Background: an optimization exercise with open tools, aiming at small area, a short achievable clock period and few clock cycles. Do not read the settings as production practice. Power is estimated from default activity; no workload was simulated.

==> flow/design.v <==
module jlc3_core (
     input  wire        clk_i_w
    ,input  wire        rst_i_w       
    ,input  wire        en_i_w        
    ,output wire        mem_en_o_w
    ,output wire        mem_we_o_w
    ,output wire [15:0] mem_addr_o_w
    ,output wire [15:0] mem_wdat_o_w
    ,input  wire [15:0] mem_rdat_i_w
    ,input  wire        mem_rdy_i_w
);
    reg [15:0] addr_r;    
    reg [15:0] pc_r;      
    reg        dat_r;     
    reg        dld_r;     
    reg        dst_r;     
    reg        dptr_r;    
    reg [2:0]  dreg_r;    
    reg [2:0]  nzp_r;
    reg [15:0] rf_r [0:7];
    reg [7:0]  rv_r;      
    integer i;
    wire adv_w = en_i_w & mem_rdy_i_w;
    wire fet_w = ~dat_r;
    wire [15:0] ins_w = mem_rdat_i_w;
    wire [3:0]  op_w  = ins_w[15:12];
    wire i_br   = (op_w == 4'b0000);
    wire i_alu  = (op_w == 4'b0001) | (op_w == 4'b0101) | (op_w == 4'b1001);
    wire i_ld   = (op_w == 4'b0010);
    wire i_st   = (op_w == 4'b0011);
    wire i_jsr  = (op_w == 4'b0100);
    wire i_ldr  = (op_w == 4'b0110);
    wire i_str  = (op_w == 4'b0111);
    wire i_ldi  = (op_w == 4'b1010);
    wire i_sti  = (op_w == 4'b1011);
    wire i_jmp  = (op_w == 4'b1100);
    wire i_lea  = (op_w == 4'b1110);
    wire i_trap = (op_w == 4'b1111);
    wire br_take_w = |(ins_w[11:9] & nzp_r);
    wire [2:0] ra_w = ins_w[8:6];
    wire [2:0] rb_w = dat_r ? dreg_r : ins_w[2:0];
    reg  [15:0] rda_w;
    reg  [15:0] rdb_w;
    always @(*) begin
        rda_w = 16'b0;
        rdb_w = 16'b0;
        for (i = 0; i < 8; i = i + 1) begin
            rda_w = rda_w | ({16{rv_r[i] & (ra_w == i)}} & rf_r[i]);
            rdb_w = rdb_w | ({16{rv_r[i] & (rb_w == i)}} & rf_r[i]);
        end
    end
    wire [15:0] off9_w  = {{7{ins_w[8]}}, ins_w[8:0]};
    wire [15:0] off11_w = {{5{ins_w[10]}}, ins_w[10:0]};
    wire [15:0] off6_w  = {{10{ins_w[5]}}, ins_w[5:0]};
    wire [15:0] imm5_w  = {{11{ins_w[4]}}, ins_w[4:0]};
    wire [15:0] pcn_w   = addr_r + 16'd1;
    wire [15:0] pcoff_w = pcn_w + (i_jsr ? off11_w : off9_w);
    wire        isreg_w = ~op_w[1] & ~ins_w[5];          
    wire [15:0] s2_w  = isreg_w ? rdb_w : (op_w[1] ? off6_w : imm5_w);
    wire [15:0] sum_w = rda_w + s2_w;
    reg  [15:0] alu_w;
    always @(*) begin
        case (op_w[3:2])
            2'b01:   alu_w = rda_w & s2_w;     
            2'b10:   alu_w = ~rda_w;           
            default: alu_w = sum_w;            
        endcase
    end
    wire f_seq   = i_alu | i_lea | (i_br & ~br_take_w) | (op_w == 4'b1000) | (op_w == 4'b1101);
    wire f_pcoff = (i_br & br_take_w) | (i_jsr & ins_w[11]) | i_ld | i_st | i_ldi | i_sti;
    wire f_ra    = i_jmp | (i_jsr & ~ins_w[11]);
    wire f_sum   = i_ldr | i_str;
    wire f_trap  = i_trap;
    wire d_pc    = dld_r | dst_r;               
    wire d_rdat  = ~dld_r & ~dst_r;             
    wire [15:0] nxt_w = fet_w ? (({16{f_seq}}   & pcn_w)
                               | ({16{f_pcoff}} & pcoff_w)
                               | ({16{f_ra}}    & rda_w)
                               | ({16{f_sum}}   & sum_w)
                               | ({16{f_trap}}  & {8'b0, ins_w[7:0]}))
                              : (({16{d_pc}}    & pc_r)
                               | ({16{d_rdat}}  & mem_rdat_i_w));
    wire wr_alu  = fet_w & i_alu;
    wire wr_lea  = fet_w & i_lea;
    wire wr_link = fet_w & (i_jsr | i_trap);
    wire wr_mem  = dld_r;
    wire wen_w   = wr_alu | wr_lea | wr_link | wr_mem;
    wire [2:0]  wa_w = dat_r ? dreg_r : (wr_link ? 3'd7 : ins_w[11:9]);
    wire [15:0] wd_w = ({16{wr_alu}}  & alu_w)
                     | ({16{wr_lea}}  & pcoff_w)
                     | ({16{wr_link}} & pcn_w)
                     | ({16{wr_mem}}  & mem_rdat_i_w);
    always @(posedge clk_i_w) begin
        if (adv_w && wen_w)
            rf_r[wa_w] <= wd_w;
    end
    always @(posedge clk_i_w or negedge rst_i_w) begin
        if (!rst_i_w) begin
            rv_r  <= 8'b0;
            nzp_r <= 3'b010;
        end else if (adv_w && wen_w) begin
            rv_r[wa_w] <= 1'b1;
            nzp_r <= wd_w[15] ? 3'b100 : ((|wd_w) ? 3'b001 : 3'b010);
        end
    end
    always @(posedge clk_i_w or negedge rst_i_w) begin
        if (!rst_i_w) begin
            addr_r <= 16'b0;
            dat_r  <= 1'b0;
            dld_r  <= 1'b0;
            dst_r  <= 1'b0;
            dptr_r <= 1'b0;
        end else if (adv_w) begin
            addr_r <= nxt_w;
            if (fet_w) begin
                dat_r  <= i_ld | i_ldr | i_st | i_str | i_ldi | i_sti | i_trap;
                dld_r  <= i_ld | i_ldr;
                dst_r  <= i_st | i_str;
                dptr_r <= i_ldi | i_sti;
            end else begin
                dat_r  <= dptr_r;
                dld_r  <= dptr_r & ~dreg_st_w;
                dst_r  <= dptr_r & dreg_st_w;
                dptr_r <= 1'b0;
            end
        end
    end
    reg dreg_st_r;
    wire dreg_st_w = dreg_st_r;
    always @(posedge clk_i_w) begin
        if (adv_w && fet_w) begin
            pc_r      <= pcn_w;
            dreg_r    <= ins_w[11:9];
            dreg_st_r <= op_w[0];
        end
    end
    assign mem_en_o_w   = en_i_w;
    assign mem_we_o_w   = dst_r;
    assign mem_addr_o_w = addr_r;
    assign mem_wdat_o_w = rdb_w;
endmodule
==> flow/config.mk <==
export PLATFORM = sky130hd
export DESIGN_NAME = jlc3_core
export DESIGN_NICKNAME = jlc3_core
export VERILOG_FILES = /design/flow/design.v
export SDC_FILE = /design/flow/constraint.sdc
export NUM_CORES = 4
export LEC_CHECK = 0
export CAP_MARGIN = 20
export CORE_MARGIN = 2
export CORE_UTILIZATION = 40
export PLACE_DENSITY = 0.6
export SETUP_SLACK_MARGIN = 3.6
export SLEW_MARGIN = 20
export TNS_END_PERCENT = 100
==> flow/constraint.sdc <==
create_clock -name core_clock -period 8.0 [get_ports {clk_i_w}]
set_input_delay 1.6000 -clock core_clock [delete_from_list [all_inputs] [get_ports {clk_i_w}]]
set_output_delay 1.6000 -clock core_clock [all_outputs]
set_load 0.01 [all_outputs]
run.sh (not shown) runs the stock make flow with config.mk's settings and CLKGATE_MAP_FILE= SYNTH_SCRIPT=/design/flow/synth_recipe.tcl, a recipe that flattens the netlist after the stock synthesis.
Then changed:
- SETUP_SLACK_MARGIN: 3.6 -> 3.0
After rerunning:
- non-clock buffer count shrinks by 14
- global-route usage falls by 0.56 points
- synthesized cell count is unchanged
- hold slack gets better by 0.0056 ns
- register-to-register slack is better by 0.06 ns
- final area is lower by a few percent
- count of clock-buffer cells in the layout came out lower by 1
- total power shrinks by a few percent
- wire length drops by a few percent
No functional check of the RTL was part of any run of this note.

==> afterwards: timing with drivers on the ports <==
Ports are ideal in the flow. The routed layouts listed here were re-timed in OpenROAD. Step 1 (the two cells are an assumption about what drives the block):
set clk [get_ports {clk_i_w}]
set_driving_cell -lib_cell sky130_fd_sc_hd__clkbuf_16 $clk
set_driving_cell -lib_cell sky130_fd_sc_hd__buf_2 [delete_from_list [all_inputs] $clk]
Step 2, shift: input delay + t, output delay - t, t = (earliest + latest rising clock arrival at the registers) / 2. This alone moves slack from input paths to output paths. Three values: ideal ports, drivers, drivers and shift; two values: the first two.
run	t, ns	slack for setup (ns)	hold WS [ns]	worst setup path at the end
the first run	0.488	1.801 / 1.805 / 1.317	0.494 / 0.494 / 0.494	input to register
the second run	0.489	1.775 / 1.726 / 1.237	0.499 / 0.499 / 0.499	input to register
After both steps setup and hold are still met in every run listed. The setup slack of the second run, which loses most, moves by -0.049 ns with the drivers and by -0.538 ns with both steps.
